Background: an optimization exercise with open tools, aiming at small area, a short achievable clock period and few clock cycles. Do not read the settings as production practice. Function was not checked in any run shown here: the RTL went through the layout flow alone.

## flow/design.v (module list and top-level ports; edited modules follow where they fit)
// module mmm_q: 183 lines
// module mmm_inv: 139 lines
// module mmm_dreg: 7 lines
// module mmm_fa: 10 lines
// module mmm_ha: 9 lines
// module mmm_r2mm_2n: 8611 lines
module mmm_r2mm_2n
#(
    parameter K = 256
)
(
    input   wire            clk     ,
    input   wire            rst_n   ,
    input   wire [K-1  :0]  x       ,
    input   wire [K-1  :0]  y       ,
    input   wire [K-1  :0]  m       ,
    input   wire            req     ,
    output  wire [K-1  :0]  res     ,
    output  reg             val     
);
  // ...
==> flow/flow/run.sh <==
#!/bin/bash
set -uo pipefail
bash standard.sh SETUP_SLACK_MARGIN=22.5 MATCH_CELL_FOOTPRINT=0 \
  'BUFFER_PORTS_ARGS=-buffer_cell sky130_fd_sc_hd__buf_2' finish > standard_flow.log 2>&1
==> flow/standard.sh <==
#!/bin/bash
# synth_recipe.tcl (not shown) runs the flow's synth.tcl, then flattens the netlist and writes it again
# the make line also repeats each setting of config.mk as NAME=value (left out here)
make -C /OpenROAD-flow-scripts/flow DESIGN_CONFIG=/design/flow/config.mk WORK_HOME=/design/flow/orfs CLKGATE_MAP_FILE= SYNTH_SCRIPT=/design/flow/synth_recipe.tcl "${@:-finish}"
==> flow/config.mk <==
export PLATFORM = sky130hd
export DESIGN_NAME = mmm_r2mm_2n
export DESIGN_NICKNAME = mmm_r2mm_2n
export VERILOG_FILES = /design/flow/design.v
export SDC_FILE = /design/flow/constraint.sdc
export NUM_CORES = 8
export LEC_CHECK = 0
export CAP_MARGIN = 20
export CELL_PAD_IN_SITES_DETAIL_PLACEMENT = 1
export CORE_MARGIN = 2
export CORE_UTILIZATION = 55
export SETUP_SLACK_MARGIN = 2
export SLEW_MARGIN = 20
export SYNTH_HIERARCHICAL = 1
export SYNTH_MINIMUM_KEEP_SIZE = 0
export TNS_END_PERCENT = 60
==> flow/constraint.sdc <==
create_clock -name core_clock -period 30.0 [get_ports {clk}]
set_input_delay 6.0000 -clock core_clock [delete_from_list [all_inputs] [get_ports {clk}]]
set_output_delay 6.0000 -clock core_clock [all_outputs]
set_load 0.01 [all_outputs]
==> impl_metrics.env, run 1 <==
export IMPL_cts_setup_buffers=25
export IMPL_die_area_sq_um=274000
export IMPL_ff2ff_setup_slack_ns=22.25
export IMPL_start_util=0.553
export IMPL_final_cell_mix="nand2_1 (3353), fa_1 (3253), a22oi_1 (1174), buf_2 (1005), xnor2_1 (911)"
export IMPL_min_to="cnt[4]"
export IMPL_drc=0
export IMPL_num_antenna_cells=185
export IMPL_layout_drive_gt1_share=0.144
export IMPL_drv_slew=0
export IMPL_utilization=0.605
export IMPL_finalClockSkew_ns=0.0631
export IMPL_outcome="timing/DRC/antenna clean"
export IMPL_synth_net_count=19238
export IMPL_multi_input_area_share=0.732
export IMPL_grt_pass1_wl_um=1030000
export IMPL_multiInputGateArea_sq_um=119000
export IMPL_critPathTopFamily="compound AO/OA/AOI/OAI gates"
export IMPL_wl_per_cell_um=39.2
export IMPL_ctsResizeCount=343
export IMPL_hpwl_um=550000
export IMPL_drt_iter0_drc=17193
export IMPL_min_path_type="register to register"
export IMPL_numCtsBuffers=167
export IMPL_nNonClkBuffers=1299
export IMPL_dpl_instance_area_sq_um=154000
export IMPL_syn_to_final_growth_pct=9.36
export IMPL_grt_util_met2=0.744
export IMPL_start_kind="register"
export IMPL_hold_viol=0
export IMPL_taps=3552
export IMPL_totalWireLength_um=734000
export IMPL_seqCellArea_sq_um=24400
export IMPL_hold_buffers=0
export IMPL_reg_top3="Cr x265, Sr x265"
export IMPL_use_met1=0.624
export IMPL_max_freq_mhz=129
export IMPL_num_vias=130145
export IMPL_clk_pin_slew_worst_paths_ns=0.07
export IMPL_worstReg2RegStart="cnt[2]"
==> run 2: changes to the inputs <==
--- a/flow/design.v
+++ b/flow/design.v
@@ -315,16 +315,32 @@
     7'd124: begin inv = 8'd73; inv3 = 8'd219; end
     7'd125: begin inv = 8'd51; inv3 = 8'd153; end
     7'd126: begin inv = 8'd85; inv3 = 8'd255; end
     7'd127: begin inv = 8'd255; inv3 = 8'd253; end
     default: begin inv = 8'd0; inv3 = 8'd0; end
     endcase
 end
 endmodule
+module mmm_bd (
+    input  wire       clk,
+    input  wire [8:0] d,
+    output wire [3:0] one,
+    output wire [3:0] two,
+    output wire [3:0] neg
+);
+reg [8:0] e;
+always @(posedge clk) e <= d;
+genvar g;
+generate for (g = 0; g < 4; g = g + 1) begin : g_b
+    assign one[g] = e[2*g+1] ^ e[2*g];
+    assign two[g] = (e[2*g+2] & ~e[2*g+1] & ~e[2*g]) | (~e[2*g+2] & e[2*g+1] & e[2*g]);
+    assign neg[g] = e[2*g+2];
+end endgenerate
+endmodule
 module mmm_dreg #(parameter W = 8) (
     input  wire         clk,
     input  wire [W-1:0] d,
     output reg  [W-1:0] q
 );
 always @(posedge clk) q <= d;
 endmodule
 module mmm_fa (
@@ -362,16 +378,17 @@
 );
 localparam KD = 8;
 localparam SW = 265;
 reg  [255:0]  Yr, Mr;
 reg  [SW-1:0] Sr, Cr;
 reg           cinr;
 reg  [31:0]   sel;
 reg  [5:0]    cnt;
+reg           s32;
 wire [SW-1:0] ns, nc;
 wire ncin;
 wire idle  = (cnt == 6'd0);
 wire start = req & idle;
 wire it    = (cnt != 6'd0) && (cnt <= 6'd33);
 wire f1    = (cnt == 6'd34);
 wire f2    = (cnt == 6'd35);
 wire clr   = idle | f2;
@@ -383,38 +400,33 @@
 wire [KD-1:0] q_1;
 mmm_q u_q1 (.clk(clk), .clr(clr), .ns(ns[KD-1:0]), .nc(nc[KD-1:0]), .ncin(ncin), .inv(inv_t), .inv3(inv3_t), .q(q_1));
 integer i;
 reg [KD-1:0] xn, mn;
 always @* begin
     xn = {KD{1'b0}}; mn = {KD{1'b0}};
     for (i = 1; i < 32; i = i + 1) begin
         xn = xn | ({KD{sel[i]}} & x[i*KD +: KD]);
-        mn = mn | ({KD{sel[i]}} & m[i*KD +: KD]);
+        if (i < 31) mn = mn | ({KD{sel[i+1]}} & Mr[i*KD +: KD]);
+        else mn = mn | ({KD{s32}} & Mr[i*KD +: KD]);
     end
 end
-reg [KD-1:0] xd, md;
+always @(posedge clk) s32 <= it & sel[31];
+reg [KD-1:0] xd;
 reg          s255, bor, ptop;
-always @(posedge clk) begin xd <= xn; md <= mn; s255 <= x[255]; end
-wire [KD:0] dp = {1'b0, xd} - {1'b0, md & {KD{s255}}} - {{KD{1'b0}}, bor};
+always @(posedge clk) begin xd <= xn; s255 <= x[255]; end
+wire [KD:0] dp = {1'b0, xd} - {1'b0, mn & {KD{s255}}} - {{KD{1'b0}}, bor};
 wire [KD:0] d0 = {1'b0, x[KD-1:0]} - {1'b0, m[KD-1:0] & {KD{x[255]}}};
 wire [KD:0] dd = idle ? d0 : dp;
 wire [KD:0] be = {dd[KD-1:0], ~idle & ptop};
 always @(posedge clk) begin bor <= dd[KD]; ptop <= dd[KD-1]; end
-wire [3:0] b_one, b_two, b_neg;
-genvar gb;
-generate for (gb = 0; gb < 4; gb = gb + 1) begin : g_booth
-    assign b_one[gb] = be[2*gb+1] ^ be[2*gb];
-    assign b_two[gb] = (be[2*gb+2] & ~be[2*gb+1] & ~be[2*gb]) | (~be[2*gb+2] & be[2*gb+1] & be[2*gb]);
-    assign b_neg[gb] = be[2*gb+2];
-end endgenerate
 wire [3:0] bo_0, bt_0, bn_0;
-mmm_dreg #(.W(12)) u_bd0 (.clk(clk), .d({b_neg, b_two, b_one}), .q({bn_0, bt_0, bo_0}));
+mmm_bd u_bd0 (.clk(clk), .d(be), .one(bo_0), .two(bt_0), .neg(bn_0));
 wire [3:0] bo_1, bt_1, bn_1;
-mmm_dreg #(.W(12)) u_bd1 (.clk(clk), .d({b_neg, b_two, b_one}), .q({bn_1, bt_1, bo_1}));
+mmm_bd u_bd1 (.clk(clk), .d(be), .one(bo_1), .two(bt_1), .neg(bn_1));
 always @(posedge clk) begin
     if (start) sel <= {{29{1'b0}}, 3'b100};
     else if (it) sel <= {sel[30:0], 1'b0};
     else sel <= {{30{1'b0}}, 2'b10};
 end
 wire [2047:0] pq;
 genvar gj;
 generate for (gj = 0; gj < KD; gj = gj + 1) begin : g_pp
--- a/flow/config.mk
+++ b/flow/config.mk
@@ -8,9 +8,9 @@
 export CAP_MARGIN = 20
 export CELL_PAD_IN_SITES_DETAIL_PLACEMENT = 1
 export CORE_MARGIN = 2
 export CORE_UTILIZATION = 55
 export SETUP_SLACK_MARGIN = 2
 export SLEW_MARGIN = 20
 export SYNTH_HIERARCHICAL = 1
 export SYNTH_MINIMUM_KEEP_SIZE = 0
-export TNS_END_PERCENT = 60
+export TNS_END_PERCENT = 50
==> run 2 against run 1 <==
Final cell count rose by 0.20%. Via count is 0.42% higher. Synthesized cell count increased by 0.30%. Non-clock buffer count increased by 23. Routed wire length decreased by 0.25%. First-iteration DRC count shrank 3.2%. Die area is essentially flat. Cell area increased by 0.22%. Sequential share of layout area fell by 0.10 points. Critical endpoint is now res[129].
==> impl_metrics.env, run 2 <==
export IMPL_drtAntennaViolNets=0
export IMPL_cp_slowest_cell="dfxtp_4"
export IMPL_hold_path_depth=1
export IMPL_die_h_um=523
export IMPL_start_kind="register"
export IMPL_cp_required_ns=24.00
export IMPL_path_class="register to output port"
export IMPL_worstReg2RegStart="u_bd0.e[4]"
export IMPL_grt_use_total=0.528
export IMPL_reg2reg_depth=15
export IMPL_syn_inst=14934
export IMPL_netlist_area_sq_um=148000
export IMPL_fin_nets=19245
export IMPL_end_kind="output port"
export IMPL_path_cells="buf_2"
export IMPL_grt_util_met2=0.741
export IMPL_utilization=0.606
export IMPL_antenna_found_initial=180
export IMPL_drc=0
export IMPL_tns_ns=0
export IMPL_rows=190
export IMPL_hold_start="ptop"
export IMPL_cts_buffer_depth=4
export IMPL_die_area_sq_um=274000
export IMPL_min_to="u_bd1.e[0]"
export IMPL_cts_root_buf="clkbuf_16"
export IMPL_use_met1=0.604
export IMPL_fin_crit_sh=0.257
export IMPL_min_path_type="register to register"
export IMPL_worst_slew_pin_slew_ns=1.35
export IMPL_cap_violations=0
export IMPL_ff2ff_setup_slack_ns=22.42
export IMPL_timing_critical_path_slowest_cell_delay_ns=0.49
export IMPL_die_w_um=523
export IMPL_hpwl_um=533000
export IMPL_synth_net_count=19283
export IMPL_reg_top3="Cr x265, Sr x265"
export IMPL_worstReg2RegEnd="Cr[92]"
export IMPL_cts_tree="built"
export IMPL_num_vias=130691
export IMPL_drt_iter0_drc=16640
export IMPL_avgSynthCellArea_sq_um=9.92
export IMPL_grt_max_degree=169
export IMPL_io_buffers=1027
export IMPL_fin_crit_ns=7.70
export IMPL_numCtsBuffers=156
export IMPL_wl_per_cell_um=39.1
export IMPL_place_congestion=1.10
export IMPL_h_tree_depth=4
export IMPL_clock_sinks=1175
export IMPL_grt_pass1_vias=139834
export IMPL_layout_drive_gt1_share=0.140
export IMPL_critical_path_buf_inv_count=1
export IMPL_slew_headroom=0.0992
export IMPL_outcome="timing/DRC/antenna clean"
export IMPL_grt_busiest_layer="met2"
export IMPL_hold_viol=0
export IMPL_totalWireLength_um=732000
export IMPL_critPathTopFamily="flip-flops"
export IMPL_via_per_inst=6.97
export IMPL_gr_total_overflow=0
export IMPL_start_util=0.553
export IMPL_dr_pass1_iters=8
export IMPL_syn_to_final_growth_pct=9.63
export IMPL_clk_latency_ns=0.92
export IMPL_finalClockSkew_ns=0.0543
export IMPL_rsz0062_at_grt="yes"
export IMPL_setup_viol=0
export IMPL_ioPinCount=1028
export IMPL_grt_pass1_wl_um=1030000
export IMPL_drv_slew=0
export IMPL_core_sq_um=268000
export IMPL_max_freq_mhz=130
export IMPL_final_cell_mix="nand2_1 (3357), fa_1 (3253), a22oi_1 (1144), buf_2 (991), xnor2_1 (907)"
export IMPL_met3_usage=0.253
export IMPL_yosysWarnings=10
export IMPL_final_common_cell="nand2_1"
export IMPL_cp_arrival_ns=1.70
export IMPL_path_max_fanout=9
export IMPL_clk_pin_slew_worst_paths_ns=0.06
-- run 2: layout make-up --
class                           count  area (sq um)
Fill cell                       28811        105000
Clock inverter                     76           893
Sequential cell                  1175         24300
Timing Repair Buffer             1322          8540
Multi-Input combinational cell  12133        119000
Inverter                          108           429
Antenna cell                      170           425
Tap cell                         3552          4440
Clock buffer                      202          4370
-- run 2: worst max-delay path by stage --
stage	from	endpoint	slack, ns	cells after the start
after floorplan	x[255]	bor	22.27	14
after global placement	cnt[4]	Yr[66]	18.71	27
after detailed placement	cnt[2]	Yr[55]	18.14	27
after CTS	Yr[14]	res[14]	22.26	1
after global routing	u_bd0.e[4]	Cr[92]	22.34	15
final	Yr[129]	res[129]	22.30	1
-- run 2: per-stage QoR --
stage                     instances  setup WS, ns  hold slack, ns  cell area [sq um]
after global routing          18674         22.34           0.537             162000
final                         18738         22.30           0.516             162000
after detailed placement      18182         18.14           0.496             154000
after floorplan               14934         22.27           0.422             148000
after global placement        18181         18.71           0.484             154000
after CTS                     18500         22.26           0.511             160000
-- run 2: per-layer routing --
layer  vias up  wire, um
met5         -      1450
met4       110     74100
met3      3202    109000
met2     11170    307000
met1     67485    240000
li1      48724         -
-- run 2: worst register-to-register path: cells and delay by family, from the launching register on --
kind | cells | cell delay [ns]
fa+ha+maj | 8 | 3.92
buf+inv | 2 | 1.32
xor+xnor | 2 | 0.92
flops | 1 | 0.67
compound gates | 1 | 0.33
simple gates | 2 | 0.21
-- run 2: timing repair --
item,CTS,global route
pin swaps,14,11
setup buffers,26,48
cloned,14,8
gates resized for setup,311,379
hold buffers,0,0
setup endpoints to repair,1002,846
==> run 3: changes to the inputs <==
--- a/flow/config.mk
+++ b/flow/config.mk
@@ -8,9 +8,9 @@
 export CAP_MARGIN = 20
 export CELL_PAD_IN_SITES_DETAIL_PLACEMENT = 1
 export CORE_MARGIN = 2
-export CORE_UTILIZATION = 55
+export CORE_UTILIZATION = 58
 export SETUP_SLACK_MARGIN = 2
 export SLEW_MARGIN = 20
 export SYNTH_HIERARCHICAL = 1
 export SYNTH_MINIMUM_KEEP_SIZE = 0
-export TNS_END_PERCENT = 50
+export TNS_END_PERCENT = 25
==> run 3 against run 2 <==
Still clean on timing, DRC and antenna. Hold slack better by 0.014 ns. Core utilization up 3.1 points. Non-clock buffer count down 18. Critical endpoint is now Cr[227].
==> impl_metrics.env, run 3 <==
export IMPL_cp_required_ns=30.71
export IMPL_path_class="register to register"
export IMPL_worstReg2RegStart="u_bd1.e[2]"
export IMPL_wl_per_cell_um=42.1
export IMPL_worst_slew_pin_slew_ns=1.45
export IMPL_syn_to_final_growth_pct=9.29
export IMPL_io_buffers=1027
export IMPL_critical_path_buf_inv_count=2
export IMPL_multiInputGateArea_sq_um=119000
export IMPL_drtAntennaViolNets=0
export IMPL_die_w_um=509
export IMPL_h_tree_depth=4
export IMPL_tns_ns=0
export IMPL_ioPinCount=1028
export IMPL_hold_path_depth=1
export IMPL_setup_viol=0
export IMPL_reg_top3="Cr x265, Sr x265"
export IMPL_fin_crit_sh=0.261
export IMPL_grt_pass1_wl_um=1070000
export IMPL_fin_nets=19233
export IMPL_end_kind="register"
export IMPL_worstReg2RegEnd="Cr[227]"
export IMPL_via_per_inst=7.51
export IMPL_clk_latency_ns=0.92
export IMPL_layout_drive_gt1_share=0.139
export IMPL_fin_crit_ns=7.84
export IMPL_reg2reg_depth=15
export IMPL_outcome="timing/DRC/antenna clean"
export IMPL_syn_inst=14934
export IMPL_timing_critical_path_slowest_cell_delay_ns=0.89
export IMPL_place_congestion=1.11
export IMPL_num_vias=138942
export IMPL_ff2ff_setup_slack_ns=22.16
export IMPL_drv_slew=0
export IMPL_dpl_instance_area_sq_um=154000
export IMPL_start_util=0.583
export IMPL_grt_pass1_vias=146738
export IMPL_critPathTopFamily="adder cells"
export IMPL_finalClockSkew_ns=0.0618
export IMPL_hpwl_um=547000
export IMPL_hold_viol=0
export IMPL_totalWireLength_um=780000
export IMPL_cp_slowest_cell="dfxtp_4"
export IMPL_netlist_area_sq_um=148000
export IMPL_clock_sinks=1175
export IMPL_hold_ws_ns=0.530
export IMPL_slew_headroom=0.0317
export IMPL_grt_use_total=0.582
export IMPL_cap_violations=0
export IMPL_cts_tree="built"
export IMPL_nFillCells=27018
export IMPL_fin_cells=18508
export IMPL_final_common_cell="nand2_1"
export IMPL_clk_pin_slew_worst_paths_ns=0.07
export IMPL_numCtsBuffers=165
export IMPL_yosysWarnings=10
export IMPL_cp_common_cell="fa_1"
export IMPL_fin_area_sq_um=162000
export IMPL_avgSynthCellArea_sq_um=9.92
export IMPL_drt_iter0_drc=21481
export IMPL_core_sq_um=254000
export IMPL_seqCellArea_sq_um=24000
export IMPL_path_cells="buf_6 > xor2_4 > buf_12 > a22oi_1 > xor2_1 > fa_1 > fa_1 > fa_1 > fa_1 > fa_1 > fa_1 > fa_1 > fa_1 > nand2_1 > nand3_1"
export IMPL_final_cell_mix="nand2_1 (3358), fa_1 (3253), a22oi_1 (1143), buf_2 (1010), xnor2_1 (908)"
export IMPL_path_max_fanout=128
export IMPL_cts_buffer_depth=4
export IMPL_drc=0
export IMPL_gr_total_overflow=0
export IMPL_hold_buffers=0
export IMPL_dpl_cell_count=17995
export IMPL_max_freq_mhz=128
export IMPL_die_h_um=509
export IMPL_cts_root_buf="clkbuf_16"
export IMPL_synth_net_count=19283
export IMPL_antenna_found_initial=173
export IMPL_min_to="u_bd1.e[0]"
export IMPL_start_kind="register"
export IMPL_cp_arrival_ns=8.55
export IMPL_rows=185
export IMPL_die_area_sq_um=260000
export IMPL_grt_max_degree=184
export IMPL_dr_pass1_iters=10
export IMPL_rsz0062_at_grt="yes"
export IMPL_hold_start="ptop"
export IMPL_min_path_type="register to register"
-- run 3: what timing repair did --
item	in CTS	in global routing
endpoints found under the setup margin	1022	1058
buffers inserted	15	36
hold endpoints to repair	0	0
pin swaps	9	22
gates cloned	16	13
gates resized for setup	138	372
-- run 3: per-layer routing --
layer  up-vias  track usage  wire length (um)
met5         -       0.0192              1450
li1      48651            -                 -
met4       138        0.534             94500
met3      5543        0.303            129000
met1     69574        0.633            236000
met2     15036        0.816            319000
-- run 3: worst max-delay path by stage --
stage,cells past startpoint,endpoint,from,slack [ns]
6_report,15,Cr[227],u_bd1.e[2],22.16
5_1_grt,22,Cr[250],u_q1.sr[1],22.27
4_1_cts,1,res[220],Yr[220],22.21
3_5_place_dp,28,Yr[81],cnt[0],18.55
3_3_place_gp,28,Yr[74],cnt[0],18.99
2_1_floorplan,14,bor,x[255],22.27
-- run 3: area by class of cell --
| type | count | area share |
|---|---|---|
| Antenna cell | 136 | 0.00210 |
| Clock buffer | 214 | 0.0284 |
| Clock inverter | 75 | 0.00558 |
| Inverter | 108 | 0.00265 |
| Multi-Input combinational cell | 12130 | 0.735 |
| Sequential cell | 1175 | 0.148 |
| Tap cell | 3366 | 0.0260 |
| Timing Repair Buffer | 1304 | 0.0520 |
-- run 3: through the flow --
stage	setup slack, ns	utilization
3_3_place_gp	18.99	0.604
2_1_floorplan	22.27	-
4_1_cts	22.21	0.630
6_report	22.16	0.637
3_5_place_dp	18.55	0.605
5_1_grt	22.27	0.636

separate check: timing with driven ports:
The results above use ideal ports. As a check the final layouts listed here were re-extracted and re-timed, cells and wires unchanged. Step 1: set_driving_cell puts a clkbuf_16 on clk and a buf_2 on each other input, an assumption about the parent block. Step 2 times the ports against the registers' clock, not the clock port: input delays grow and output delays shrink by t, the midpoint of the rising clock arrivals with the driver on. Slacks: ideal ports / drivers / drivers and shift; pairs: ideal ports / drivers.
run	t (ns)	setup slack, ns	worst setup path at the end	latest minus earliest clock arrival (ns)
run 1	0.994	22.247 / 22.221 / 21.348	input to register	0.065 / 0.065
run 2	1.010	22.301 / 22.181 / 21.525	input to register	0.054 / 0.055
run 3	1.008	22.159 / 22.159 / 21.233	input to register	0.063 / 0.063
After both steps setup and hold are still met in every run listed. For run 3, which loses most, drivers alone change the setup slack by 0.000 ns; drivers and shift together by -0.926 ns.
